Background: an optimization exercise with open tools, aiming at small area. Do not read the settings as production practice. At most, simulation tests tie the RTL to the original design; equivalence was not proved. No functional check of the RTL was part of run 1. Power and IR drop assume default switching activity.

==> flow/design.v, too long to show whole: its modules and the start of the top module <==
// module FPExpAdder: 21 lines
// module FPExpDec: 26 lines
// module FloatingPointMultiplier: 1308 lines
// module FullAdder: 4 lines
// module HalfAdder: 4 lines
// module Or2: 3 lines
// module Aoi21: 3 lines
// module Oai21: 3 lines
// module Nand2: 3 lines
// module Nor2: 3 lines
// module Inv: 3 lines
// module Xor2: 3 lines
// module Xnor2: 3 lines
module FloatingPointMultiplier(
	input wire [26 : 0] in_1,
	input wire [26 : 0] in_2,
	input wire clk_pll,
	output wire [26 : 0] out
    );
  // ...
==> flow/flow/run.sh <==
#!/bin/bash
# Layout flow: the standard synthesis and layout, with
# - the smallest buffer cell for the port buffers instead of the one
#   buffer_ports picks by default,
# - every combinational cell sized down before global placement
#   (flow/downsize.tcl), so that timing repair sizes up only what it needs,
# - timing-driven global placement that does not keep the buffers its
#   virtual repair inserts (GPL_KEEP_OVERFLOW=0); timing is repaired later,
# - input port buffers with many loads sized up to buf_2 after global
#   placement (flow/portbuf.tcl),
# - clock tree synthesis without dummy loads.
set -euo pipefail
bash standard.sh synth > synth.log 2>&1
bash standard.sh 'BUFFER_PORTS_ARGS=-buffer_cell sky130_fd_sc_hd__buf_1' \
  "PRE_GLOBAL_PLACE_TCL=$PWD/flow/downsize.tcl" GPL_KEEP_OVERFLOW=0 \
  "POST_GLOBAL_PLACE_TCL=$PWD/flow/portbuf.tcl" \
  'CTS_ARGS=-sink_clustering_enable -repair_clock_nets -dont_use_dummy_load -buf_list {sky130_fd_sc_hd__clkbuf_4 sky130_fd_sc_hd__clkbuf_8}' \
  finish > layout.log 2>&1
==> flow/flow/downsize.tcl <==
# Before global placement: give every combinational cell the smallest-area
# variant of its own cell (same function and pins). Timing repair later sizes up only what needs it.
set db [ord::get_db]
set block [ord::get_db_block]
set swapped 0
foreach inst [$block getInsts] {
  set master [$inst getMaster]
  set name [$master getName]
  if {![regexp {^(sky130_fd_sc_hd__([a-z0-9]+))_([0-9]+)$} $name -> base kind size]} { continue }
  # leave sequential, clock, tap, fill and delay cells alone
  if {[regexp {^(df|dl|sdf|edf|sedf|clk|tap|fill|decap|conb|diode|lpflow|probe|dly|macro)} $kind]} { continue }
  set best $master
  foreach s {0 1 2 4 6 8 12 16} {
    set m [$db findMaster "${base}_$s"]
    if {$m == "NULL" || $m == ""} { continue }
    if {[$m getWidth] < [$best getWidth]} {
      set best $m
    }
  }
  if {$best != $master} {
    $inst swapMaster $best
    incr swapped
  }
}
puts "downsize.tcl: swapped $swapped instances to smaller cells"
==> flow/flow/portbuf.tcl <==
# After global placement: an input port buffer that drives many cells gets the
# next size up (buf_2) rather than having the timing repair pick a clock or
# delay buffer for it later.
set db [ord::get_db]
set block [ord::get_db_block]
set buf2 [$db findMaster sky130_fd_sc_hd__buf_2]
set n 0
foreach inst [$block getInsts] {
  if {[[$inst getMaster] getName] != "sky130_fd_sc_hd__buf_1"} { continue }
  foreach it [$inst getITerms] {
    if {[$it isOutputSignal]} {
      set net [$it getNet]
      if {$net != "NULL" && [llength [$net getITerms]] > 8} {
        $inst swapMaster $buf2
        incr n
      }
    }
  }
}
puts "portbuf.tcl: sized up $n buffers driving more than 7 cells"
==> flow/standard.sh <==
#!/bin/bash
# synth_recipe.tcl (not shown) runs the flow's synth.tcl, then flattens the netlist and writes it again
# the make line also repeats each setting of config.mk as NAME=value (left out here)
make -C /OpenROAD-flow-scripts/flow DESIGN_CONFIG=/design/flow/config.mk WORK_HOME=/design/flow/orfs CLKGATE_MAP_FILE= SYNTH_SCRIPT=/design/flow/synth_recipe.tcl "${@:-finish}"
==> flow/config.mk <==
export PLATFORM = sky130hd
export DESIGN_NAME = FloatingPointMultiplier
export DESIGN_NICKNAME = FloatingPointMultiplier
export VERILOG_FILES = /design/flow/design.v
export SDC_FILE = /design/flow/constraint.sdc
export NUM_CORES = 4
export LEC_CHECK = 0
export CAP_MARGIN = 20
export CORE_MARGIN = 2
export CORE_UTILIZATION = 40
export CTS_BUF_LIST = sky130_fd_sc_hd__clkbuf_4 sky130_fd_sc_hd__clkbuf_8
export SLEW_MARGIN = 20
export SYNTH_HIERARCHICAL = 1
==> flow/constraint.sdc <==
create_clock -name core_clock -period 6.8 [get_ports {clk_pll}]
set_input_delay 1.3600 -clock core_clock [delete_from_list [all_inputs] [get_ports {clk_pll}]]
set_output_delay 1.3600 -clock core_clock [all_outputs]
set_load 0.01 [all_outputs]
==> results by group, run 1 <==
Logic synthesis
  • Net count of the mapped netlist: 1265
  • Per-instance average area after synthesis: 9.70 sq um
  • Leading cell types by total area after synthesis: sky130_fd_sc_hd__fa_1 59%, sky130_fd_sc_hd__nand2_1 13%, sky130_fd_sc_hd__dfxtp_1 6.2%
  • Leading cell type by number of instances after synthesis: sky130_fd_sc_hd__nand2_1
  • Share of the synthesized area in compound gates (AO/OA/AOI/OAI): 0.0404
  • Total number of yosys warnings: 7
  • Prevailing post-synth register cell: sky130_fd_sc_hd__dfxtp_1

CTS
  • CTS tree: yes
  • Number of clock sinks: 28

Routing
  • Met3 Routed Length: between 1500 and 2000 um
  • Met1 layer wirelength in the final routing: 8820 um
  • Total wire length: 22800 um
  • Avg Vias per Cell: 5.23

Final layout
  • Final layout net count: 1277
  • Share of cells above drive strength 1: 0.0453
  • Sequential fraction of total cell area: 0.0597
  • FILL cells: 2204
  • Util after Layout: 0.418
  • Leading cell types in the layout, fill and taps excluded: 323 x sky130_fd_sc_hd__nand2_1, 269 x sky130_fd_sc_hd__fa_1, 60 x sky130_fd_sc_hd__inv_1, 44 x sky130_fd_sc_hd__buf_1, 40 x sky130_fd_sc_hd__nor2_1
  • Layout Area Growth over Synthesis: 3.10%

Global route
  • Number of global-route vias before repair: between 7000 and 8000

Outcome
  • Run status: finished clean

Power
  • Cell internal power dissipation: 2450 uW

Floorplan
  • Standard cell core area: 0.0225 sq mm
  • Starting utilization of the core area: 0.405
==> run 2: changes to the inputs <==
--- a/flow/design.v
+++ b/flow/design.v
@@ -1348,32 +1348,42 @@
 	FPExpDec fp_exp_dec (
 		.nin(pipe_nexp),
 		.norm(pipe_norm),
 		.out(exp_out)
 	);
 	assign out[26] = pipe_sign;
 	assign out[25 : 18] = exp_out;
 	assign out[17] = 1'b1;
-	assign out[16 : 0] = ~(pipe_norm ? pipe_nprod[34 : 18] : pipe_nprod[33 : 17]);
+	wire pipe_nnorm;
+	Inv u_nnorm (.a(pipe_norm), .y(pipe_nnorm));
+	genvar i;
+	generate
+		for (i = 0; i < 17; i = i + 1) begin : frac_mux
+			Aoi22 u_mux (.a1(pipe_nprod[18 + i]), .a2(pipe_norm), .b1(pipe_nprod[17 + i]), .b2(pipe_nnorm), .y(out[i]));
+		end
+	endgenerate
 endmodule
 module FullAdder(input wire a, input wire b, input wire ci, output wire s, output wire co);
 	assign s = a ^ b ^ ci;
 	assign co = (a & b) | (a & ci) | (b & ci);
 endmodule
 module HalfAdder(input wire a, input wire b, output wire s, output wire co);
 	assign s = a ^ b;
 	assign co = a & b;
 endmodule
 module Or2(input wire a, input wire b, output wire y);
 	assign y = a | b;
 endmodule
 module Aoi21(input wire a, input wire b, input wire c, output wire y);
 	assign y = ~(a | (b & c));
 endmodule
+module Aoi22(input wire a1, input wire a2, input wire b1, input wire b2, output wire y);
+	assign y = ~((a1 & a2) | (b1 & b2));
+endmodule
 module Oai21(input wire a, input wire b, input wire c, output wire y);
 	assign y = ~(a & (b | c));
 endmodule
 module Nand2(input wire a, input wire b, output wire y);
 	assign y = ~(a & b);
 endmodule
 module Nor2(input wire a, input wire b, output wire y);
 	assign y = ~(a | b);
--- a/flow/config.mk
+++ b/flow/config.mk
@@ -4,10 +4,11 @@
 export VERILOG_FILES = /design/flow/design.v
 export SDC_FILE = /design/flow/constraint.sdc
 export NUM_CORES = 4
 export LEC_CHECK = 0
 export CAP_MARGIN = 20
 export CORE_MARGIN = 2
 export CORE_UTILIZATION = 40
 export CTS_BUF_LIST = sky130_fd_sc_hd__clkbuf_4 sky130_fd_sc_hd__clkbuf_8
+export SETUP_SLACK_MARGIN = -0.2
 export SLEW_MARGIN = 20
 export SYNTH_HIERARCHICAL = 1
==> run 2 against run 1 <==
Effect of this change:
- non-clock buffer count decreased by 2
- clock-buffer cell count did not move
- setup slack got worse by 240 ps
- clock power hardly changed
- highest routed layer unchanged
- global-route usage is 0.75 points lower
- total power shrank 3.0%
- cell count rose by 2.7%
- wire length rose by 1.6%
- largest cell class unchanged
- synthesized cell count is 0.11% lower
==> results by group, run 2 <==
Outcome
  • Run status: finished clean

Final layout
  • Largest registers: pipe_nprod: 18 flops, pipe_nexp: 8 flops
  • Layout Area Growth over Synthesis: -2.30%
  • Largest register by flop count: pipe_nprod
  • Final layout net count: 1276 (-0.078%)
  • Share of cells above drive strength 1: 0.0411 (-0.00417)
  • Area of all placed cells without fillers: 0.00936 sq mm
  • Most common library cell in the layout ignoring fill and taps: sky130_fd_sc_hd__nand2_1
  • Final non-filler cell total: 1268
  • Util after Layout: 0.399 (-0.0187)
  • Leading cell types in the layout, fill and taps excluded: 323 x sky130_fd_sc_hd__nand2_1, 269 x sky130_fd_sc_hd__fa_1, 61 x sky130_fd_sc_hd__inv_1, 44 x sky130_fd_sc_hd__buf_1, 40 x sky130_fd_sc_hd__nor2_1
  • # diodes: 0
  • Flip-flop count of the largest register after layout: 18

Global route
  • Wire length of the first global-routing pass: 38800 um
  • Number of global-route vias before repair: 7376 (-0.31%)
  • Number of antenna violations at the first check in global routing: 0
  • All-Layer GR Usage: 0.194
  • Global route total overflow: 0
  • Largest net degree at the start of global routing: 21

STA
  • Post-route fraction of the period consumed by the critical path: 0.980
  • Timing-limited maximum frequency: 0.150 GHz
  • Final number of setup-violating endpoints: 0
  • Measured slew at the worst slew-check pin: 693 ps
  • Max-slew violation total from the final report: 0
  • Remaining max-slew budget at the tightest pin: 0.537
  • Setup TNS: 0 ps
  • Final Hold Fails: 0
  • Final Critical Period: between 6000 and 7000 ps

Routing
  • Initial drt markers: 391
  • DRC errors left: 0
  • Total wire length: 23200 um (+1.6%)
  • Avg Vias per Cell: 5.13 (-1.9%)
  • Number of detailed-route iterations in the first pass: 5
  • Wire per inst: between 15 and 20 um
  • Vias after detailed routing: 6507
  • Remaining antenna violation count after routing: 0

Logic synthesis
  • Share of synthesized cell area in full adder, half adder and majority cells: 0.563
  • Synthesized area: around 0.0096 sq mm
  • Leading cell type by number of instances after synthesis: sky130_fd_sc_hd__nand2_1
  • Post-Synth Simple-Gate Area: 0.157
  • Sequential element share of the synthesized area: 0.0585
  • Portion of netlist area occupied by mux cells: 0
  • Share of the synthesized area in compound gates (AO/OA/AOI/OAI): 0.0606 (+0.0202)
  • Number of synthesized flops with an enable pin: 0
  • Leading cell types by total area after synthesis: sky130_fd_sc_hd__fa_1 56%, sky130_fd_sc_hd__nand2_1 12%, sky130_fd_sc_hd__buf_6 7.8%
  • Cell type with the highest aggregate area in the netlist: sky130_fd_sc_hd__fa_1
  • Prevailing post-synth register cell: sky130_fd_sc_hd__dfxtp_1
  • Async set-reset flop share out of synthesis: 0
  • Number of register bits inferred by synthesis: 28
  • Net count of the mapped netlist: 1264 (-0.079%)
  • Total number of yosys warnings: 7 (unchanged)
  • Count of different cell masters after synthesis: 27
  • Dominant combinational cell family by area after synthesis: adder cells
  • Proportion of netlist area held by the largest area contributor: 0.562
  • Synth cell count leaders: 316 x sky130_fd_sc_hd__nand2_1, 269 x sky130_fd_sc_hd__fa_1, 66 x sky130_fd_sc_hd__buf_6, 61 x sky130_fd_sc_hd__inv_1, 40 x sky130_fd_sc_hd__nor2_1
  • Per-instance average area after synthesis: 10.2 sq um (+5.3%)
  • Xor and xnor fraction of the mapped netlist area: 0.0521
  • Synthesized netlist cell count: 939

Floorplan
  • Site Rows: 56
  • Die boundary height: 159 um
  • Die Width: 159 um
  • Overall die area: 0.0252 sq mm
  • Standard cell core area: 0.0235 sq mm (+4.3%)
  • Starting utilization of the core area: 0.408 (+0.00326)
  • Top-level port count: 82

CTS
  • Inserted Clock Buffers: 3
  • Clock-pin slew of the registers on the worst-case setup and hold paths: approximately 100 ps
  • Maximum buffer depth of the clock tree: 2
  • Number of hold buffers added after CTS: 0
  • H-tree depth: 1
  • Clk root buf: sky130_fd_sc_hd__clkbuf_8
  • Number of clock sinks: 28 (unchanged)
  • CTS tree: yes

Critical path
  • Cell class contributing the biggest share of worst-path delay: adder cells
  • Required time of the critical path: 6980 ps
  • Most frequent cell on the critical path: sky130_fd_sc_hd__fa_1
  • Endpoint arrival time on the critical path: 6840 ps
  • Cells along the critical path: buf_2 -> nand2_1 -> fa_1 -> fa_1 -> fa_1 -> fa_1 -> fa_1 -> fa_1 -> xnor2_1 -> nand2_1 -> a21oi_1 -> o21ai_1 -> a21oi_1 -> o21ai_2 -> a21oi_4 -> o21ai_1 -> a21oi_1 -> xnor2_1 -> inv_1
  • Maximum fanout count along the critical path: 18
  • Slowest library cell on the worst path: sky130_fd_sc_hd__fa_1
  • Worst setup SP type: input pin
  • Start-to-end type of the worst setup path: in -> reg
  • Delay of the slowest critical-path stage: 510 ps
  • Nature of the critical path endpoint: flip-flop
  • Number of buffers and inverters on the critical path: 2

Power
  • Cell internal power dissipation: 2340 uW (-4.5%)
  • Reported leakage power: 0.00338 uW
  • Switching power as a share of total power: 0.545
  • Sequential share of power: 0.075
  • Total power per unit cell area: 548 mW/mm^2
  • Net switching power: 2800 uW
  • Clock share of power: 0.017
  • Max VDD drop: 0.451 mV
  • Part of the power in combinational logic: 0.908

Placed design
  • Quantity of I/O buffers inserted on ports: 78
  • Half-perimeter wire length after placement: around 17000 um
  • Placed cell area: between 0.009 and 0.01 sq mm
  • Inst Count DP: ~1300

Run
  • Maxcap violations: 0

Min path
  • Classification of the worst-slack hold path: in -> reg
## run 2: cells by family after synthesis
logic type | count (synthesis)
adders and majority gates | 270
AOI/OAI and AO/OA | 70
other | 1
xor gates and xnor gates | 57
and+or+nand+nor | 381
DFF | 28
buffers and inverters | 132
## run 2: per-module statistics from Yosys (local to each module, per instance), a selection
| module | cell area, sq um | copies in the design |
|---|---|---|
| Xor2 | 8.76 | 32 |
| FPExpAdder | 56.3 | 1 |
| FPExpDec | 82.6 | 1 |
| Inv | 3.75 | 59 |
| HalfAdder | 12.5 | 1 |
| Aoi21 | 8.76 | 25 |
| Aoi22 | 12.5 | 17 |
| Or2 | 6.26 | 10 |
| Nor2 | 3.75 | 40 |
| Nand2 | 3.75 | 34 |
| Oai21 | 5.00 | 19 |
| FullAdder | 20.0 | 269 |
## run 2: timing repair
action,in CTS,in global routing
buffers inserted,0,0
resized for setup,1,2
setup endpoints to repair,3,4
## run 2: power by group through the flow
stage,Sequential (uW),Combinational (uW),Clock (uW)
floorplan,392,4090,0
global placement,385,4560,0
detailed placement,385,4640,0
CTS,383,4670,90.0
global route,394,5380,98.2
finish,384,4660,86.2
## run 2: per-stage QoR
stage          power (uW)  hold slack (ps)  worst slack (ps)
2_1_floorplan        4490             1450               364
4_1_cts              5140             1280             -70.6
3_5_place_dp         5020             1560              -666
5_1_grt              5880             1280              -213
6_report             5130             1290               133
3_3_place_gp         4940             1550             -1130
## run 2: layout make-up
type | instances | area, sq um
tap | 319 | 399
clock buffer | 3 | 41.3
inverter | 61 | 229
timing repair buffer | 78 | 335
sequential | 28 | 561
fill | 2332 | 14100
multi-input combinational | 779 | 7800
## run 2: layer usage
| metal | track usage | wire (um) |
|---|---|---|
| met1 | 0.245 | 9010 |
| met5 | 0 | 0 |
| met3 | 0.0219 | 1480 |
| met4 | 0.0471 | 452 |
| met2 | 0.356 | 12200 |
## run 2: path summary, 6_finish.rpt
check,startpoint,endpoint,slack [ps],cells past startpoint
worst min-delay path,in_1[26],pipe_sign,1290,2
worst max-delay path,in_2[13],pipe_norm,130,19
==> run 3: changes to the inputs <==
--- a/flow/config.mk
+++ b/flow/config.mk
@@ -9,6 +9,5 @@
 export CORE_MARGIN = 2
 export CORE_UTILIZATION = 40
 export CTS_BUF_LIST = sky130_fd_sc_hd__clkbuf_4 sky130_fd_sc_hd__clkbuf_8
-export SETUP_SLACK_MARGIN = -0.2
 export SLEW_MARGIN = 20
 export SYNTH_HIERARCHICAL = 1
==> run 3 against run 2 <==
Effect of this change:
- area after synthesis unchanged
- hold slack got worse by 0.57 ps
- non-clock buffer count grew 3
- still clean on timing, DRC and antenna
- clock-buffer cell count stayed put
- core utilization is 0.24 points higher
- wire length rose by 0.49%
- first-iteration DRC count is 1.8% higher
- via count barely moved
- setup slack better by 180 ps
==> results by group, run 3 <==
Outcome
  • Run status: finished clean

Placed design
  • Quantity of I/O buffers inserted on ports: 78 (unchanged)
  • Half-perimeter wire length after placement: 17100 um (unchanged)
  • Post-placement setup slack: -666 ps (unchanged)

STA
  • Post-route fraction of the period consumed by the critical path: 0.955 (-0.0257)
  • Remaining max-slew budget at the tightest pin: 0.525 (-0.0127)
  • Final Critical Period: 6490 ps (-175 ps)
  • Timing-limited maximum frequency: 0.154 GHz (+2.7%)
  • Final Hold Fails: 0 (unchanged)
  • Measured slew at the worst slew-check pin: 712 ps (+19.0 ps)
  • Final number of setup-violating endpoints: 0 (unchanged)
  • Final worst setup slack: 308 ps (+175 ps)
  • Setup TNS: 0 ps (unchanged)
  • Max-slew violation total from the final report: 0 (unchanged)

Logic synthesis
  • Per-instance average area after synthesis: 10.2 sq um (unchanged)
  • Async set-reset flop share out of synthesis: 0 (unchanged)
  • Number of synthesized flops with an enable pin: 0 (unchanged)
  • Synthesized area: 0.00958 sq mm (unchanged)
  • Dominant combinational cell family by area after synthesis: adder cells
  • Portion of netlist area occupied by mux cells: 0 (unchanged)
  • Cell type with the highest aggregate area in the netlist: sky130_fd_sc_hd__fa_1
  • Share of the synthesized area in compound gates (AO/OA/AOI/OAI): 0.0606 (unchanged)
  • Sequential element share of the synthesized area: 0.0585 (unchanged)
  • Net count of the mapped netlist: 1264 (unchanged)
  • Total number of yosys warnings: 7 (unchanged)
  • Prevailing post-synth register cell: sky130_fd_sc_hd__dfxtp_1
  • Count of different cell masters after synthesis: 27 (unchanged)
  • Proportion of netlist area held by the largest area contributor: 0.562 (unchanged)
  • Post-Synth Simple-Gate Area: 0.157 (unchanged)
  • Number of register bits inferred by synthesis: 28 (unchanged)
  • Synth cell count leaders: 316 x sky130_fd_sc_hd__nand2_1, 269 x sky130_fd_sc_hd__fa_1, 66 x sky130_fd_sc_hd__buf_6, 61 x sky130_fd_sc_hd__inv_1, 40 x sky130_fd_sc_hd__nor2_1
  • Synthesized netlist cell count: 939 (unchanged)
  • Leading cell type by number of instances after synthesis: sky130_fd_sc_hd__nand2_1
  • Xor and xnor fraction of the mapped netlist area: 0.0521 (unchanged)
  • Share of synthesized cell area in full adder, half adder and majority cells: 0.563 (unchanged)
  • Leading cell types by total area after synthesis: sky130_fd_sc_hd__fa_1 56%, sky130_fd_sc_hd__nand2_1 12%, sky130_fd_sc_hd__buf_6 7.8%

Critical path
  • Number of buffers and inverters on the critical path: 2 (unchanged)
  • Endpoint arrival time on the critical path: 6660 ps (-180 ps)
  • Cells along the critical path: buf_2 -> nand2_1 -> fa_1 -> fa_1 -> fa_1 -> fa_1 -> fa_1 -> fa_1 -> fa_1 -> xor2_1 -> nand2_1 -> o21ai_2 -> a21oi_4 -> o21ai_1 -> a21oi_1 -> xnor2_1 -> inv_1
  • Delay of the slowest critical-path stage: 520 ps (about the same)
  • Most frequent cell on the critical path: sky130_fd_sc_hd__fa_1
  • Start-to-end type of the worst setup path: in -> reg
  • Launching instance or port of the critical path: in_2[12]
  • Nature of the critical path endpoint: flip-flop
  • Slowest library cell on the worst path: sky130_fd_sc_hd__fa_1
  • Cell depth of the worst setup path: 17 (-2)
  • Cell class contributing the biggest share of worst-path delay: adder cells
  • Maximum fanout count along the critical path: 18 (unchanged)
  • Required time of the critical path: 6970 ps (about the same)
  • Worst setup SP type: input pin

Final layout
  • FILL cells: 2334 (+0.086%)
  • # diodes: 0 (unchanged)
  • Multi-input logic area: 0.00780 sq mm (about the same)
  • Flip-flop and latch area: 561 sq um (unchanged)
  • Flip-flop count of the largest register after layout: 18 (unchanged)
  • Leading cell types in the layout, fill and taps excluded: 323 x sky130_fd_sc_hd__nand2_1, 269 x sky130_fd_sc_hd__fa_1, 61 x sky130_fd_sc_hd__inv_1, 44 x sky130_fd_sc_hd__buf_1, 40 x sky130_fd_sc_hd__nor2_1
  • Most common library cell in the layout ignoring fill and taps: sky130_fd_sc_hd__nand2_1
  • Largest register by flop count: pipe_nprod
  • Share of cells above drive strength 1: 0.0452 (+0.00407)
  • Util after Layout: 0.401 (+0.00240)
  • Largest registers: pipe_nprod: 18 flops, pipe_nexp: 8 flops
  • Layout Area Growth over Synthesis: -1.71%
  • Final layout net count: 1279 (+0.24%)

Routing
  • Total wire length: 23300 um (+0.49%)
  • Remaining antenna violation count after routing: 0 (unchanged)
  • Avg Vias per Cell: 5.11 (-0.33%)
  • DRC errors left: 0 (unchanged)
  • Vias after detailed routing: 6501 (-0.092%)
  • Wire per inst: 18.3 um (+0.25%)
  • Initial drt markers: 398 (+1.8%)
  • Number of detailed-route iterations in the first pass: 6 (+1)

Power
  • Clock share of power: 0.016 (about the same)
  • Part of the power in combinational logic: 0.912 (+0.004)
  • Total power per unit cell area: 566 mW/mm^2 (+3.2%)
  • Reported leakage power: 0.00340 uW (+0.72%)
  • Sequential share of power: 0.072 (-0.003)
  • Net switching power: 2860 uW (+2.4%)
  • Max VDD drop: 0.564 mV (+25%)
  • Switching power as a share of total power: 0.537 (-0.00746)
  • Post-route total power: 5330 uW (+3.8%)
  • Cell internal power dissipation: 2460 uW (+5.5%)

Floorplan
  • Die boundary height: 159 um (unchanged)
  • Starting utilization of the core area: 0.408 (unchanged)
  • Standard cell core area: 0.0235 sq mm (unchanged)
  • Top-level port count: 82 (unchanged)
  • Die Width: 159 um (unchanged)
  • Overall die area: 0.0252 sq mm (unchanged)
  • Site Rows: 56 (unchanged)

CTS
  • CTS tree: yes
  • Number of clock sinks: 28 (unchanged)
  • Inserted Clock Buffers: 3 (unchanged)
  • H-tree depth: 1 (unchanged)
  • Maximum buffer depth of the clock tree: 2 (unchanged)
  • Clock-pin slew of the registers on the worst-case setup and hold paths: 90 ps (about the same)
  • Clk root buf: sky130_fd_sc_hd__clkbuf_8

Run
  • Maxcap violations: 0 (unchanged)

Global route
  • Number of global-route vias before repair: 7372 (-0.054%)
  • Wire length of the first global-routing pass: 38800 um (about the same)
  • GRT met1 Usage: 0.245 (unchanged)
  • Met3 Resource Use GR: 0.0219 (unchanged)
  • Largest net degree at the start of global routing: 21 (unchanged)
  • GR Layer Usage met2: 0.357 (+0.000794)
  • Global route total overflow: 0 (unchanged)
  • Layer carrying the most global-route usage: met2
  • All-Layer GR Usage: 0.195 (+0.000227)
  • Number of antenna violations at the first check in global routing: 0 (unchanged)

Min path
  • Hold path start: in_1[26]
  • Hold Path Cell Cnt: 2 (unchanged)
  • WHS Endpoint: pipe_sign
  • Classification of the worst-slack hold path: in -> reg
run 3: cell counts after synthesis:
No cell type changed its count.
run 3: final cells by class:
cell class              count  area share
multi-input cells         779       0.828
flip-flops and latches     28      0.0595
well taps                 319      0.0424
repair buffers             81      0.0412
inverters                  61      0.0243
clock buffers               3     0.00438
run 3: worst max-delay path by stage:
stage,end
CTS,pipe_norm
finish,pipe_norm
global route,pipe_norm
global placement,pipe_norm
detailed placement,pipe_norm
floorplan,pipe_norm
run 3: modules after synthesis (local to each module, per instance):
module / flops+latches / copies in the design / area [sq um] / cells inside
FloatingPointMultiplier: 28 / 1 / 2470 / 389
FPExpDec: 0 / 1 / 82.6 / 10
FPExpAdder: 0 / 1 / 56.3 / 10
FullAdder: 0 / 269 / 20.0 / 1
Aoi22: 0 / 17 / 12.5 / 1
HalfAdder: 0 / 1 / 12.5 / 1
Aoi21: 0 / 25 / 8.76 / 1
Xnor2: 0 / 24 / 8.76 / 1
Xor2: 0 / 32 / 8.76 / 1
Or2: 0 / 10 / 6.26 / 1
Oai21: 0 / 19 / 5.00 / 1
Inv: 0 / 59 / 3.75 / 1
Nand2: 0 / 34 / 3.75 / 1
Nor2: 0 / 40 / 3.75 / 1
run 3: timing repair:
item                                    4_1_cts  5_1_grt
endpoints found under the setup margin        6        4
pin swaps                                     0        1
setup buffers                                 0        3
hold buffers                                  0        0
gates resized for setup                       2       14
run 3: through the flow:
| step | area (sq um) | hold slack (ps) | cells |
|---|---|---|---|
| 2_1_floorplan | 9580 | 1450 | 939 |
| 3_3_place_gp | 9260 | 1550 | 1265 |
| 3_5_place_dp | 9310 | 1560 | 1265 |
| 4_1_cts | 9360 | 1280 | 1268 |
| 5_1_grt | 9420 | 1290 | 1271 |
| 6_report | 9420 | 1280 | 1271 |
run 3: power by group through the flow:
stage	logic (uW)	registers [uW]	clock network, uW
after floorplan	4090	392	0
after global placement	4560	385	0
after detailed placement	4640	385	0
after CTS	4710	383	90.0
after global routing	5580	396	97.1
final	4860	385	85.9
run 3: metal layers:
layer,vias to the layer above,wire [um]
li1,2818,-
met1,3374,8850
met2,271,12200
met3,38,1640
met4,0,560
met5,-,0
run 3: kinds of logic after synthesis:
logic type / count (synthesis)
simple gates: 381
flops: 28
buf+inv: 132
xor+xnor: 57
other cells: 1
fa+ha+maj: 270
compound gates: 70
==> run 4: changes to the inputs <==
--- a/flow/config.mk
+++ b/flow/config.mk
@@ -9,5 +9,6 @@
 export CORE_MARGIN = 2
 export CORE_UTILIZATION = 40
 export CTS_BUF_LIST = sky130_fd_sc_hd__clkbuf_4 sky130_fd_sc_hd__clkbuf_8
+export SETUP_SLACK_MARGIN = -0.1
 export SLEW_MARGIN = 20
 export SYNTH_HIERARCHICAL = 1
==> run 4 against run 3 <==
Effect of this change:
- still clean on timing, DRC and antenna
- combinational power shrank 3%
- area after synthesis is the same
- total power shrank 3.1%
- sequential share of layout area is essentially flat
- core utilization shrank 0.12 points
- global-route usage is essentially flat
- via count shrank 0.37%
- sequential power is essentially flat
- wire length shrank 0.76%
- non-clock buffer count shrank 3
- critical path type unchanged
- critical endpoint unchanged
==> results by group, run 4 <==
Logic synthesis
  • Synth cell count leaders: 316 x sky130_fd_sc_hd__nand2_1, 269 x sky130_fd_sc_hd__fa_1, 66 x sky130_fd_sc_hd__buf_6, 61 x sky130_fd_sc_hd__inv_1, 40 x sky130_fd_sc_hd__nor2_1
  • Prevailing post-synth register cell: sky130_fd_sc_hd__dfxtp_1
  • Count of different cell masters after synthesis: 27 (unchanged)
  • Net count of the mapped netlist: 1264 (unchanged)
  • Leading cell types by total area after synthesis: sky130_fd_sc_hd__fa_1 56%, sky130_fd_sc_hd__nand2_1 12%, sky130_fd_sc_hd__buf_6 7.8%
  • Sequential element share of the synthesized area: 0.0585 (unchanged)
  • Per-instance average area after synthesis: 10.2 sq um (unchanged)
  • Leading cell type by number of instances after synthesis: sky130_fd_sc_hd__nand2_1
  • Synthesized netlist cell count: 939 (unchanged)
  • Total number of yosys warnings: 7 (unchanged)
  • Cell type with the highest aggregate area in the netlist: sky130_fd_sc_hd__fa_1
  • Async set-reset flop share out of synthesis: 0 (unchanged)
  • Synthesized area: 0.00958 sq mm (unchanged)
  • Number of register bits inferred by synthesis: 28 (unchanged)
  • Number of synthesized flops with an enable pin: 0 (unchanged)
  • Proportion of netlist area held by the largest area contributor: 0.562 (unchanged)

Floorplan
  • Die Width: 159 um (unchanged)
  • Site Rows: 56 (unchanged)
  • Standard cell core area: 0.0235 sq mm (unchanged)
  • Starting utilization of the core area: 0.408 (unchanged)
  • Top-level port count: 82 (unchanged)
  • Die boundary height: 159 um (unchanged)
  • Overall die area: 0.0252 sq mm (unchanged)

STA
  • Max-slew violation total from the final report: 0 (unchanged)
  • Final Critical Period: 6560 ps (+69.7 ps)
  • Final Hold Fails: 0 (unchanged)
  • Final worst setup slack: 238 ps (-69.7 ps)
  • Post-route fraction of the period consumed by the critical path: 0.965 (+0.0103)
  • Timing-limited maximum frequency: 0.152 GHz (-1.1%)
  • Remaining max-slew budget at the tightest pin: 0.542 (+0.0175)
  • Final number of setup-violating endpoints: 0 (unchanged)
  • Measured slew at the worst slew-check pin: 686 ps (-26.2 ps)

Global route
  • Largest net degree at the start of global routing: 21 (unchanged)
  • Global route total overflow: 0 (unchanged)
  • Number of global-route vias before repair: 7376 (+0.054%)
  • All-Layer GR Usage: 0.194 (-0.000227)
  • Wire length of the first global-routing pass: 38800 um (about the same)
  • Number of antenna violations at the first check in global routing: 0 (unchanged)

CTS
  • Number of clock sinks: 28 (unchanged)
  • Inserted Clock Buffers: 3 (unchanged)
  • Maximum buffer depth of the clock tree: 2 (unchanged)
  • CTS tree: yes
  • H-tree depth: 1 (unchanged)
  • Buffer count from post-CTS setup fixing: 0 (unchanged)
  • Clk root buf: sky130_fd_sc_hd__clkbuf_8
  • Clock-pin slew of the registers on the worst-case setup and hold paths: 90 ps (about the same)
  • Total of cells resized after clock tree synthesis: 1 (-1)
  • Number of hold buffers added after CTS: 0 (unchanged)

Run
  • Maxcap violations: 0 (unchanged)

Routing
  • Avg Vias per Cell: 5.11 (-0.13%)
  • Number of detailed-route iterations in the first pass: 5 (-1)
  • Total wire length: 23100 um (-0.76%)
  • Initial drt markers: 414 (+4.0%)
  • Wire per inst: 18.2 um (-0.53%)
  • Remaining antenna violation count after routing: 0 (unchanged)
  • DRC errors left: 0 (unchanged)
  • Vias after detailed routing: 6477 (-0.37%)

Critical path
  • Maximum fanout count along the critical path: 18 (unchanged)
  • Required time of the critical path: 6970 ps (about the same)
  • Endpoint arrival time on the critical path: 6740 ps (+80 ps)
  • Nature of the critical path endpoint: flip-flop
  • Start-to-end type of the worst setup path: in -> reg
  • Worst setup SP type: input pin

Power
  • Net switching power: 2820 uW (-1.5%)
  • Clock share of power: 0.017 (about the same)
  • Post-route total power: 5160 uW (-3.1%)
  • Cell internal power dissipation: 2340 uW (-4.9%)
  • Reported leakage power: 0.00339 uW (-0.50%)
  • Sequential share of power: 0.074 (+0.002)
  • Max VDD drop: 0.451 mV (-20%)
  • Total power per unit cell area: 550 mW/mm^2 (-2.8%)
  • Part of the power in combinational logic: 0.909 (-0.003)
  • Switching power as a share of total power: 0.546 (+0.00882)

Placed design
  • Half-perimeter wire length after placement: 17100 um (unchanged)
  • Post-placement setup slack: -666 ps (unchanged)
  • Quantity of I/O buffers inserted on ports: 78 (unchanged)

Final layout
  • Layout Area Growth over Synthesis: -2.00%
  • Most common library cell in the layout ignoring fill and taps: sky130_fd_sc_hd__nand2_1
  • Flip-flop count of the largest register after layout: 18 (unchanged)
  • FILL cells: 2337 (+0.13%)
  • Share of cells above drive strength 1: 0.0421 (-0.00302)
  • Largest register by flop count: pipe_nprod
  • Final layout net count: 1276 (-0.23%)
  • # diodes: 0 (unchanged)
  • Multi-input logic area: 0.00780 sq mm (unchanged)
  • Util after Layout: 0.400 (-0.00117)
  • Flip-flop and latch area: 561 sq um (unchanged)
  • Leading cell types in the layout, fill and taps excluded: 323 x sky130_fd_sc_hd__nand2_1, 269 x sky130_fd_sc_hd__fa_1, 61 x sky130_fd_sc_hd__inv_1, 44 x sky130_fd_sc_hd__buf_1, 40 x sky130_fd_sc_hd__nor2_1
  • Largest registers: pipe_nprod: 18 flops, pipe_nexp: 8 flops

Outcome
  • Run status: finished clean

Min path
  • Classification of the worst-slack hold path: in -> reg
==> run 4: routing by layer <==
metal	vias up	part of all wire	global-route usage
met5	-	0	0
met4	0	0.024	0.0471
met3	40	0.064	0.0219
met2	245	0.53	0.356
met1	3379	0.39	0.245
li1	2813	-	-
==> run 4: cells by family after synthesis <==
logic type / Yosys count / share of synthesized area
xor+xnor: 57 / 0.0521
simple gates: 381 / 0.157
fa+ha+maj: 270 / 0.563
other cells: 1 / 0.000391
buf+inv: 132 / 0.108
flops: 28 / 0.0585
compound gates: 70 / 0.0606
==> run 4: critical path: stages <==
cell                      delay, ps
sky130_fd_sc_hd__buf_2          400
sky130_fd_sc_hd__nand2_1        150
sky130_fd_sc_hd__fa_1           570
sky130_fd_sc_hd__fa_1           480
sky130_fd_sc_hd__fa_1           440
sky130_fd_sc_hd__fa_1           400
sky130_fd_sc_hd__fa_1           460
sky130_fd_sc_hd__fa_1           400
sky130_fd_sc_hd__fa_1           520
sky130_fd_sc_hd__xor2_1         260
sky130_fd_sc_hd__nand2_1        110
sky130_fd_sc_hd__o21ai_2        290
sky130_fd_sc_hd__a21oi_4        160
sky130_fd_sc_hd__o21ai_1        340
sky130_fd_sc_hd__a21oi_1        130
sky130_fd_sc_hd__xnor2_1        190
sky130_fd_sc_hd__inv_1           50
==> run 4: Yosys stat by module (local to each module, per instance), excerpt <==
module	cells	copies in the design
FloatingPointMultiplier	389	1
FPExpDec	10	1
FPExpAdder	10	1
FullAdder	1	269
HalfAdder	1	1
Aoi22	1	17
Aoi21	1	25
Or2	1	10
Inv	1	59
Nand2	1	34
==> run 4: path summary, 6_finish.rpt <==
kind      from        end  cells past startpoint
min   in_1[26]  pipe_sign                      2
max   in_2[15]  pipe_norm                     17
==> run 4: final cells by class <==
type	instances	share of cell area
timing repair buffer	78	0.0384
inverter	61	0.0244
clock buffer	3	0.00440
sequential	28	0.0597
multi-input combinational	779	0.831
tap	319	0.0425
==> run 4: metrics by stage <==
| step | hold slack (ps) | TNS, ps | instances | cell area (sq um) |
|---|---|---|---|---|
| 2_1_floorplan | 1450 | 0 | 939 | 9580 |
| 3_3_place_gp | 1550 | -10550 | 1265 | 9260 |
| 3_5_place_dp | 1560 | -4710 | 1265 | 9310 |
| 4_1_cts | 1280 | -76.8 | 1268 | 9350 |
| 5_1_grt | 1280 | -93.9 | 1268 | 9390 |
| 6_report | 1290 | 0 | 1268 | 9390 |
==> run 4: power groups by stage <==
stage / clock network (uW) / registers (uW) / logic, uW
finish: 85.6 / 383 / 4700
global route: 98.3 / 394 / 5410
CTS: 90.0 / 383 / 4670
detailed placement: 0 / 385 / 4640
global placement: 0 / 385 / 4560
floorplan: 0 / 392 / 4090
==> run 5: changes to the inputs <==
--- a/flow/flow/run.sh
+++ b/flow/flow/run.sh
@@ -14,5 +14,5 @@
 bash standard.sh 'BUFFER_PORTS_ARGS=-buffer_cell sky130_fd_sc_hd__buf_1' \
   "PRE_GLOBAL_PLACE_TCL=$PWD/flow/downsize.tcl" GPL_KEEP_OVERFLOW=0 \
   "POST_GLOBAL_PLACE_TCL=$PWD/flow/portbuf.tcl" \
-  'CTS_ARGS=-sink_clustering_enable -repair_clock_nets -dont_use_dummy_load -buf_list {sky130_fd_sc_hd__clkbuf_4 sky130_fd_sc_hd__clkbuf_8}' \
+  'CTS_ARGS=-sink_clustering_enable -sink_clustering_size 30 -sink_clustering_max_diameter 400 -repair_clock_nets -dont_use_dummy_load -buf_list {sky130_fd_sc_hd__clkbuf_4 sky130_fd_sc_hd__clkbuf_8}' \
   finish > layout.log 2>&1
--- a/flow/config.mk
+++ b/flow/config.mk
@@ -9,6 +9,5 @@
 export CORE_MARGIN = 2
 export CORE_UTILIZATION = 40
 export CTS_BUF_LIST = sky130_fd_sc_hd__clkbuf_4 sky130_fd_sc_hd__clkbuf_8
-export SETUP_SLACK_MARGIN = -0.1
 export SLEW_MARGIN = 20
 export SYNTH_HIERARCHICAL = 1
==> run 5 against run 4 <==
Effect of this change:
- critical path depth is the same
- maximum frequency increased by 1.1%
- non-clock buffer count is 3 higher
- first-iteration DRC count is 3.9% lower
- cell count up 0.24%
- largest cell class unchanged
- critical endpoint unchanged
- clock power barely moved
- combinational power up 3%
- wire length grew 0.77%
- core utilization increased by 0.12 points
- total power grew 3.2%
==> results by group, run 5 <==
Final layout
  • Share of cells above drive strength 1: 0.0452 (+0.00302)
  • Area of all placed cells without fillers: 0.00942 sq mm (+0.29%)
  • Leading cell types in the layout, fill and taps excluded: 323 x sky130_fd_sc_hd__nand2_1, 269 x sky130_fd_sc_hd__fa_1, 61 x sky130_fd_sc_hd__inv_1, 44 x sky130_fd_sc_hd__buf_1, 40 x sky130_fd_sc_hd__nor2_1
  • Layout Area Growth over Synthesis: -1.71%
  • Largest register by flop count: pipe_nprod
  • Util after Layout: 0.401 (+0.00117)
  • FILL cells: 2334 (-0.13%)
  • Flip-flop count of the largest register after layout: 18 (unchanged)
  • Final layout net count: 1279 (+0.24%)
  • # diodes: 0 (unchanged)
  • Most common library cell in the layout ignoring fill and taps: sky130_fd_sc_hd__nand2_1
  • Largest registers: pipe_nprod: 18 flops, pipe_nexp: 8 flops
  • Flip-flop and latch area: 561 sq um (unchanged)
  • Multi-input logic area: 0.00780 sq mm (unchanged)

STA
  • Final number of setup-violating endpoints: 0 (unchanged)
  • Post-route fraction of the period consumed by the critical path: 0.955 (-0.0103)
  • Remaining max-slew budget at the tightest pin: 0.525 (-0.0175)
  • Max-slew violation total from the final report: 0 (unchanged)
  • Final Critical Period: 6490 ps (-69.7 ps)
  • Final worst setup slack: 308 ps (+69.7 ps)
  • Final Hold Fails: 0 (unchanged)
  • Timing-limited maximum frequency: 0.154 GHz (+1.1%)
  • Measured slew at the worst slew-check pin: 712 ps (+26.2 ps)

CTS
  • Number of hold buffers added after CTS: 0 (unchanged)
  • Inserted Clock Buffers: 3 (unchanged)
  • Clk root buf: sky130_fd_sc_hd__clkbuf_8
  • Clock-pin slew of the registers on the worst-case setup and hold paths: 90 ps (about the same)
  • Maximum buffer depth of the clock tree: 2 (unchanged)
  • Number of clock sinks: 28 (unchanged)
  • CTS tree: yes
  • H-tree depth: 1 (unchanged)

Critical path
  • Number of buffers and inverters on the critical path: 2 (unchanged)
  • Cell class contributing the biggest share of worst-path delay: adder cells
  • Cells along the critical path: buf_2 -> nand2_1 -> fa_1 -> fa_1 -> fa_1 -> fa_1 -> fa_1 -> fa_1 -> fa_1 -> xor2_1 -> nand2_1 -> o21ai_2 -> a21oi_4 -> o21ai_1 -> a21oi_1 -> xnor2_1 -> inv_1
  • Start-to-end type of the worst setup path: in -> reg
  • Worst setup SP type: input pin
  • Delay of the slowest critical-path stage: 520 ps (-50 ps)
  • Required time of the critical path: 6970 ps (about the same)
  • Most frequent cell on the critical path: sky130_fd_sc_hd__fa_1
  • Endpoint arrival time on the critical path: 6660 ps (-80 ps)
  • Slowest library cell on the worst path: sky130_fd_sc_hd__fa_1
  • Maximum fanout count along the critical path: 18 (unchanged)
  • Nature of the critical path endpoint: flip-flop

Floorplan
  • Site Rows: 56 (unchanged)
  • Top-level port count: 82 (unchanged)
  • Standard cell core area: 0.0235 sq mm (unchanged)
  • Starting utilization of the core area: 0.408 (unchanged)
  • Die Width: 159 um (unchanged)
  • Die boundary height: 159 um (unchanged)
  • Overall die area: 0.0252 sq mm (unchanged)

Logic synthesis
  • Per-instance average area after synthesis: 10.2 sq um (unchanged)
  • Number of register bits inferred by synthesis: 28 (unchanged)
  • Async set-reset flop share out of synthesis: 0 (unchanged)
  • Total number of yosys warnings: 7 (unchanged)
  • Leading cell type by number of instances after synthesis: sky130_fd_sc_hd__nand2_1
  • Count of different cell masters after synthesis: 27 (unchanged)
  • Synthesized area: 0.00958 sq mm (unchanged)
  • Synthesized netlist cell count: 939 (unchanged)
  • Leading cell types by total area after synthesis: sky130_fd_sc_hd__fa_1 56%, sky130_fd_sc_hd__nand2_1 12%, sky130_fd_sc_hd__buf_6 7.8%
  • Synth cell count leaders: 316 x sky130_fd_sc_hd__nand2_1, 269 x sky130_fd_sc_hd__fa_1, 66 x sky130_fd_sc_hd__buf_6, 61 x sky130_fd_sc_hd__inv_1, 40 x sky130_fd_sc_hd__nor2_1
  • Proportion of netlist area held by the largest area contributor: 0.562 (unchanged)
  • Number of synthesized flops with an enable pin: 0 (unchanged)
  • Cell type with the highest aggregate area in the netlist: sky130_fd_sc_hd__fa_1
  • Net count of the mapped netlist: 1264 (unchanged)
  • Prevailing post-synth register cell: sky130_fd_sc_hd__dfxtp_1
  • Sequential element share of the synthesized area: 0.0585 (unchanged)

Global route
  • Number of global-route vias before repair: 7372 (-0.054%)
  • GR Layer Usage met2: 0.357 (+0.000794)
  • Met3 Resource Use GR: 0.0219 (unchanged)
  • Wire length of the first global-routing pass: 38800 um (about the same)
  • All-Layer GR Usage: 0.195 (+0.000227)
  • Layer carrying the most global-route usage: met2
  • Global route total overflow: 0 (unchanged)
  • GRT met1 Usage: 0.245 (unchanged)
  • Number of antenna violations at the first check in global routing: 0 (unchanged)
  • Largest net degree at the start of global routing: 21 (unchanged)

Placed design
  • Half-perimeter wire length after placement: 17100 um (unchanged)
  • Quantity of I/O buffers inserted on ports: 78 (unchanged)
  • Post-placement setup slack: -666 ps (unchanged)
  • Placed cell area: 0.00931 sq mm (unchanged)

Run
  • Maxcap violations: 0 (unchanged)

Routing
  • Total wire length: 23300 um (+0.77%)
  • Avg Vias per Cell: 5.11 (+0.13%)
  • Number of detailed-route iterations in the first pass: 6 (+1)
  • Wire per inst: 18.3 um (+0.53%)
  • Initial drt markers: 398 (-3.9%)
  • DRC errors left: 0 (unchanged)
  • Vias after detailed routing: 6501 (+0.37%)
  • Remaining antenna violation count after routing: 0 (unchanged)

Power
  • Total power per unit cell area: 566 mW/mm^2 (+2.9%)
  • Post-route total power: 5330 uW (+3.2%)
  • Reported leakage power: 0.00340 uW (+0.50%)
  • Max VDD drop: 0.564 mV (+25%)

Min path
  • Classification of the worst-slack hold path: in -> reg

Outcome
  • Run status: finished clean
run 5: cell families after synthesis:
family | after synthesis | synth area share
AO/OA/AOI/OAI | 70 | 0.0606
adder cells (fa/ha/maj) | 270 | 0.563
flip-flops | 28 | 0.0585
AND/OR/NAND/NOR | 381 | 0.157
XOR/XNOR | 57 | 0.0521
buffers and inverters | 132 | 0.108
other | 1 | 0.000391
run 5: area by class of cell:
type | count | area share
Multi-Input combinational cell | 779 | 0.828
Sequential cell | 28 | 0.0595
Tap cell | 319 | 0.0424
Timing Repair Buffer | 81 | 0.0412
Inverter | 61 | 0.0243
Clock buffer | 3 | 0.00438
run 5: metal layers:
layer  wire length (um)  vias up
li1                   -     2818
met1               8850     3374
met2              12200      271
met3               1640       38
met4                560        0
met5                  0        -
run 5: where the power goes:
part | leakage, uW | switching, uW | total, uW | internal, uW
sequential | 0.000236 | 61.8 | 385 | 323
combinational | 0.00315 | 2760 | 4860 | 2100
clock | 0.0000216 | 46.3 | 85.9 | 39.6
run 5: Yosys stat by module, one instance, submodules excluded, excerpt:
module	cell area (sq um)	times used
FloatingPointMultiplier	2470	1
FPExpAdder	56.3	1
FullAdder	20.0	269
Or2	6.26	10
Inv	3.75	59
Nand2	3.75	34
run 5: path summary, 6_finish.rpt:
path                  startpoint        end  slack [ps]  depth (start not counted)
worst max-delay path    in_2[12]  pipe_norm         310                         17
worst min-delay path    in_1[26]  pipe_sign        1280                          2
run 5: what timing repair did:
action / in CTS / in global routing
buffers inserted: 0 / 3
pin swaps: 0 / 1
resized for setup: 2 / 14
cloned: 0 / 0
endpoints found under the setup margin: 6 / 4
run 5: metrics by stage:
stage / setup TNS [ps] / hold slack (ps) / cells
2_1_floorplan: 0 / 1450 / 939
3_3_place_gp: -10550 / 1550 / 1265
3_5_place_dp: -4710 / 1560 / 1265
4_1_cts: 0 / 1280 / 1268
5_1_grt: -13.4 / 1290 / 1271
6_report: 0 / 1280 / 1271
==> run 6: changes to the inputs <==
--- a/flow/flow/run.sh
+++ b/flow/flow/run.sh
@@ -8,11 +8,13 @@
 #   virtual repair inserts (GPL_KEEP_OVERFLOW=0); timing is repaired later,
 # - input port buffers with many loads sized up to buf_2 after global
 #   placement (flow/portbuf.tcl),
-# - clock tree synthesis without dummy loads.
+# - clock tree synthesis without dummy loads,
+# - cells on paths with timing slack sized down after global routing
+#   (RECOVER_POWER=100).
 set -euo pipefail
 bash standard.sh synth > synth.log 2>&1
 bash standard.sh 'BUFFER_PORTS_ARGS=-buffer_cell sky130_fd_sc_hd__buf_1' \
   "PRE_GLOBAL_PLACE_TCL=$PWD/flow/downsize.tcl" GPL_KEEP_OVERFLOW=0 \
-  "POST_GLOBAL_PLACE_TCL=$PWD/flow/portbuf.tcl" \
-  'CTS_ARGS=-sink_clustering_enable -sink_clustering_size 30 -sink_clustering_max_diameter 400 -repair_clock_nets -dont_use_dummy_load -buf_list {sky130_fd_sc_hd__clkbuf_4 sky130_fd_sc_hd__clkbuf_8}' \
+  "POST_GLOBAL_PLACE_TCL=$PWD/flow/portbuf.tcl" RECOVER_POWER=100 \
+  'CTS_ARGS=-sink_clustering_enable -repair_clock_nets -dont_use_dummy_load -buf_list {sky130_fd_sc_hd__clkbuf_4 sky130_fd_sc_hd__clkbuf_8}' \
   finish > layout.log 2>&1
==> run 6 against run 5 <==
Effect of this change:
- still clean
- cell count did not move
- wire length is the same
- clock-buffer cell count did not move
==> results by group, run 6 <==
Final layout
  • Final non-filler cell total: 1271 (unchanged)
  • Final layout net count: 1279 (unchanged)
  • Flip-flop count of the largest register after layout: 18 (unchanged)
  • Layout Area Growth over Synthesis: -1.71% (unchanged)
  • Largest register by flop count: pipe_nprod
  • Largest registers: pipe_nprod: 18 flops, pipe_nexp: 8 flops
  • Share of cells above drive strength 1: 0.0452 (unchanged)
  • Most common library cell in the layout ignoring fill and taps: sky130_fd_sc_hd__nand2_1
  • Leading cell types in the layout, fill and taps excluded: 323 x sky130_fd_sc_hd__nand2_1, 269 x sky130_fd_sc_hd__fa_1, 61 x sky130_fd_sc_hd__inv_1, 44 x sky130_fd_sc_hd__buf_1, 40 x sky130_fd_sc_hd__nor2_1
  • FILL cells: 2334 (unchanged)
  • # diodes: 0 (unchanged)

Logic synthesis
  • Number of synthesized flops with an enable pin: 0 (unchanged)
  • Leading cell type by number of instances after synthesis: sky130_fd_sc_hd__nand2_1
  • Sequential element share of the synthesized area: 0.0585 (unchanged)
  • Synth cell count leaders: 316 x sky130_fd_sc_hd__nand2_1, 269 x sky130_fd_sc_hd__fa_1, 66 x sky130_fd_sc_hd__buf_6, 61 x sky130_fd_sc_hd__inv_1, 40 x sky130_fd_sc_hd__nor2_1
  • Total number of yosys warnings: 7 (unchanged)
  • Portion of netlist area occupied by mux cells: 0 (unchanged)
  • Synthesized netlist cell count: 939 (unchanged)
  • Post-Synth Simple-Gate Area: 0.157 (unchanged)
  • Per-instance average area after synthesis: 10.2 sq um (unchanged)
  • Share of the synthesized area in compound gates (AO/OA/AOI/OAI): 0.0606 (unchanged)
  • Count of different cell masters after synthesis: 27 (unchanged)
  • Dominant combinational cell family by area after synthesis: adder cells
  • Net count of the mapped netlist: 1264 (unchanged)
  • Prevailing post-synth register cell: sky130_fd_sc_hd__dfxtp_1
  • Synthesized area: 0.00958 sq mm (unchanged)
  • Leading cell types by total area after synthesis: sky130_fd_sc_hd__fa_1 56%, sky130_fd_sc_hd__nand2_1 12%, sky130_fd_sc_hd__buf_6 7.8%
  • Cell type with the highest aggregate area in the netlist: sky130_fd_sc_hd__fa_1
  • Share of synthesized cell area in full adder, half adder and majority cells: 0.563 (unchanged)
  • Proportion of netlist area held by the largest area contributor: 0.562 (unchanged)
  • Async set-reset flop share out of synthesis: 0 (unchanged)
  • Xor and xnor fraction of the mapped netlist area: 0.0521 (unchanged)
  • Number of register bits inferred by synthesis: 28 (unchanged)

STA
  • Final worst setup slack: 308 ps (unchanged)
  • Post-route fraction of the period consumed by the critical path: 0.955 (unchanged)
  • Worst hold margin: 1280 ps (unchanged)
  • Remaining max-slew budget at the tightest pin: 0.525 (unchanged)
  • Final Hold Fails: 0 (unchanged)
  • Final Critical Period: 6490 ps (unchanged)
  • Timing-limited maximum frequency: 0.154 GHz (unchanged)
  • Measured slew at the worst slew-check pin: 712 ps (unchanged)
  • Max-slew violation total from the final report: 0 (unchanged)
  • Final number of setup-violating endpoints: 0 (unchanged)

Critical path
  • Nature of the critical path endpoint: flip-flop
  • Start-to-end type of the worst setup path: in -> reg
  • Worst setup SP type: input pin
  • Endpoint arrival time on the critical path: 6660 ps (about the same)
  • Launching instance or port of the critical path: in_2[12]
  • Worst setup path end: pipe_norm
  • Required time of the critical path: 6970 ps (about the same)
  • Maximum fanout count along the critical path: 18 (unchanged)

Routing
  • Vias after detailed routing: 6501 (unchanged)
  • Number of detailed-route iterations in the first pass: 6 (unchanged)
  • Remaining antenna violation count after routing: 0 (unchanged)
  • Initial drt markers: 398 (unchanged)
  • Total wire length: 23300 um (unchanged)
  • Wire per inst: 18.3 um (unchanged)
  • DRC errors left: 0 (unchanged)
  • Avg Vias per Cell: 5.11 (unchanged)

Power
  • Net switching power: 2860 uW (unchanged)
  • Cell internal power dissipation: 2460 uW (unchanged)
  • Sequential share of power: 0.072 (about the same)
  • Switching power as a share of total power: 0.537 (unchanged)
  • Part of the power in combinational logic: 0.912 (about the same)
  • Reported leakage power: 0.00340 uW (unchanged)
  • Max VDD drop: 0.564 mV (unchanged)
  • Total power per unit cell area: 566 mW/mm^2 (unchanged)
  • Clock share of power: 0.016 (about the same)

Floorplan
  • Top-level port count: 82 (unchanged)
  • Standard cell core area: 0.0235 sq mm (unchanged)
  • Die Width: 159 um (unchanged)
  • Starting utilization of the core area: 0.408 (unchanged)
  • Die boundary height: 159 um (unchanged)
  • Overall die area: 0.0252 sq mm (unchanged)
  • Site Rows: 56 (unchanged)

CTS
  • Clk root buf: sky130_fd_sc_hd__clkbuf_8
  • Clock-pin slew of the registers on the worst-case setup and hold paths: 90 ps (about the same)
  • CTS tree: yes
  • H-tree depth: 1 (unchanged)
  • Inserted Clock Buffers: 3 (unchanged)
  • Maximum buffer depth of the clock tree: 2 (unchanged)
  • Number of clock sinks: 28 (unchanged)

Placed design
  • Inst Count DP: 1265 (unchanged)
  • Half-perimeter wire length after placement: 17100 um (unchanged)
  • Quantity of I/O buffers inserted on ports: 78 (unchanged)
  • Post-placement setup slack: -666 ps (unchanged)

Global route
  • Largest net degree at the start of global routing: 21 (unchanged)
  • Global route total overflow: 0 (unchanged)
  • Number of global-route vias before repair: 7372 (unchanged)
  • All-Layer GR Usage: 0.195 (unchanged)
  • Number of antenna violations at the first check in global routing: 0 (unchanged)
  • Wire length of the first global-routing pass: 38800 um (unchanged)

Run
  • Maxcap violations: 0 (unchanged)

Outcome
  • Run status: finished clean

Min path
  • Classification of the worst-slack hold path: in -> reg
-- run 6: cell counts after synthesis --
Identical to the previous run, type by type.
-- run 6: power by group through the flow --
stage / sequential, uW / clock, uW / combinational [uW]
global route: 396 / 97.1 / 5580
detailed placement: 385 / 0 / 4640
global placement: 385 / 0 / 4560
finish: 385 / 85.9 / 4860
floorplan: 392 / 0 / 4090
CTS: 383 / 90.0 / 4710
-- run 6: stage by stage --
step,cell area (sq um),power [uW],setup TNS (ps),util
5_1_grt,9420,6070,-13.4,0.401
6_report,9420,5330,0,0.401
4_1_cts,9360,5190,0,0.399
3_3_place_gp,9260,4940,-10550,0.395
2_1_floorplan,9580,4490,0,-
3_5_place_dp,9310,5020,-4710,0.396
-- run 6: timing repair --
action                     4_1_cts  5_1_grt
resized for setup                2       14
setup endpoints to repair        6        4
hold buffers                     0        0
buffers inserted                 0        3
pin swaps                        0        1
-- run 6: cells by family (layout without fill, tap and decap cells) --
group / Yosys count / in the layout
and+or+nand+nor: 381 / 381
adders and majority gates: 270 / 270
buffers and inverters: 132 / 145
AOI/OAI and AO/OA: 70 / 70
xor gates and xnor gates: 57 / 57
DFF: 28 / 28
other: 1 / 1
-- run 6: worst min path at each step --
| stage | startpoint | endpoint | slack, ps | cells after the start |
|---|---|---|---|---|
| floorplan | in_1[26] | pipe_sign | 1450 | 1 |
| global placement | in_1[26] | pipe_sign | 1550 | 2 |
| detailed placement | in_1[26] | pipe_sign | 1560 | 2 |
| CTS | in_1[26] | pipe_sign | 1280 | 2 |
| global route | in_2[26] | pipe_sign | 1290 | 2 |
| finish | in_1[26] | pipe_sign | 1280 | 2 |
-- run 6: area by class of cell --
cell class | count | area (sq um) | area share
multi-input cells | 779 | 7800 | 0.828
flip-flops and latches | 28 | 561 | 0.0595
well taps | 319 | 399 | 0.0424
repair buffers | 81 | 388 | 0.0412
inverters | 61 | 229 | 0.0243
clock buffers | 3 | 41.3 | 0.00438
-- run 6: per-module statistics from Yosys, one instance, submodules excluded --
module                   flip-flops and latches  copies in the design  cells inside
Aoi21                                         0                    25             1
Xnor2                                         0                    24             1
Or2                                           0                    10             1
Nand2                                         0                    34             1
Oai21                                         0                    19             1
FPExpAdder                                    0                     1            10
Aoi22                                         0                    17             1
Nor2                                          0                    40             1
Inv                                           0                    59             1
FloatingPointMultiplier                      28                     1           389
HalfAdder                                     0                     1             1
Xor2                                          0                    32             1
FullAdder                                     0                   269             1
FPExpDec                                      0                     1            10
-- run 6: layer usage --
layer,track usage,vias to the layer above,part of all wire
li1,-,2818,-
met1,0.245,3374,0.38
met2,0.357,271,0.53
met3,0.0219,38,0.070
met4,0.0471,0,0.024
met5,0,-,0
-- run 6: worst max-delay path, stage by stage --
cell and delay, ps:
sky130_fd_sc_hd__buf_2 400, sky130_fd_sc_hd__nand2_1 170, sky130_fd_sc_hd__fa_1 450, sky130_fd_sc_hd__fa_1 460, sky130_fd_sc_hd__fa_1 460, sky130_fd_sc_hd__fa_1 440, sky130_fd_sc_hd__fa_1 460, sky130_fd_sc_hd__fa_1 400
sky130_fd_sc_hd__fa_1 520, sky130_fd_sc_hd__xor2_1 260, sky130_fd_sc_hd__nand2_1 110, sky130_fd_sc_hd__o21ai_2 290, sky130_fd_sc_hd__a21oi_4 160, sky130_fd_sc_hd__o21ai_1 330, sky130_fd_sc_hd__a21oi_1 130, sky130_fd_sc_hd__xnor2_1 190
sky130_fd_sc_hd__inv_1 50

[port drivers added, routing unchanged]
How much do the figures lean on ideal ports? The routed layouts below were timed once more, with nothing changed but the port constraints. Step 1 (the two cells are an assumption about what drives the block):
set clk [get_ports {clk_pll}]
set_driving_cell -lib_cell sky130_fd_sc_hd__clkbuf_16 $clk
set_driving_cell -lib_cell sky130_fd_sc_hd__buf_2 [delete_from_list [all_inputs] $clk]
Step 2 adds t to the input delays and takes it off the output delays; t is the mean of the earliest and latest rising clock arrival at the registers after step 1. Input paths then give back, and output paths get back, about the clock's delay inside the block. Slacks: ideal ports / drivers / drivers and shift; pairs: ideal ports / drivers.
| run | shift t [ns] | slack for setup (ns) | worst slew at a driven data input, ns | cell pins on the clock port's net |
|---|---|---|---|---|
| run 1 | 0.293 | 0.374 / 0.350 / 0.057 | 0.05 | 1 |
| run 2 | 0.288 | 0.133 / 0.135 / -0.153 | 0.04 | 1 |
| run 3 | 0.287 | 0.308 / 0.312 / 0.025 | 0.04 | 1 |
| run 4 | 0.287 | 0.238 / 0.238 / -0.050 | 0.04 | 1 |
| run 5 | 0.287 | 0.308 / 0.312 / 0.025 | 0.04 | 1 |
| run 6 | 0.287 | 0.308 / 0.312 / 0.025 | 0.04 | 1 |
With both steps, setup timing fails in run 2 and run 4, where it was met with ideal ports. The setup slack of run 1, which loses most, moves by -0.024 ns with the drivers and by -0.317 ns with both steps.
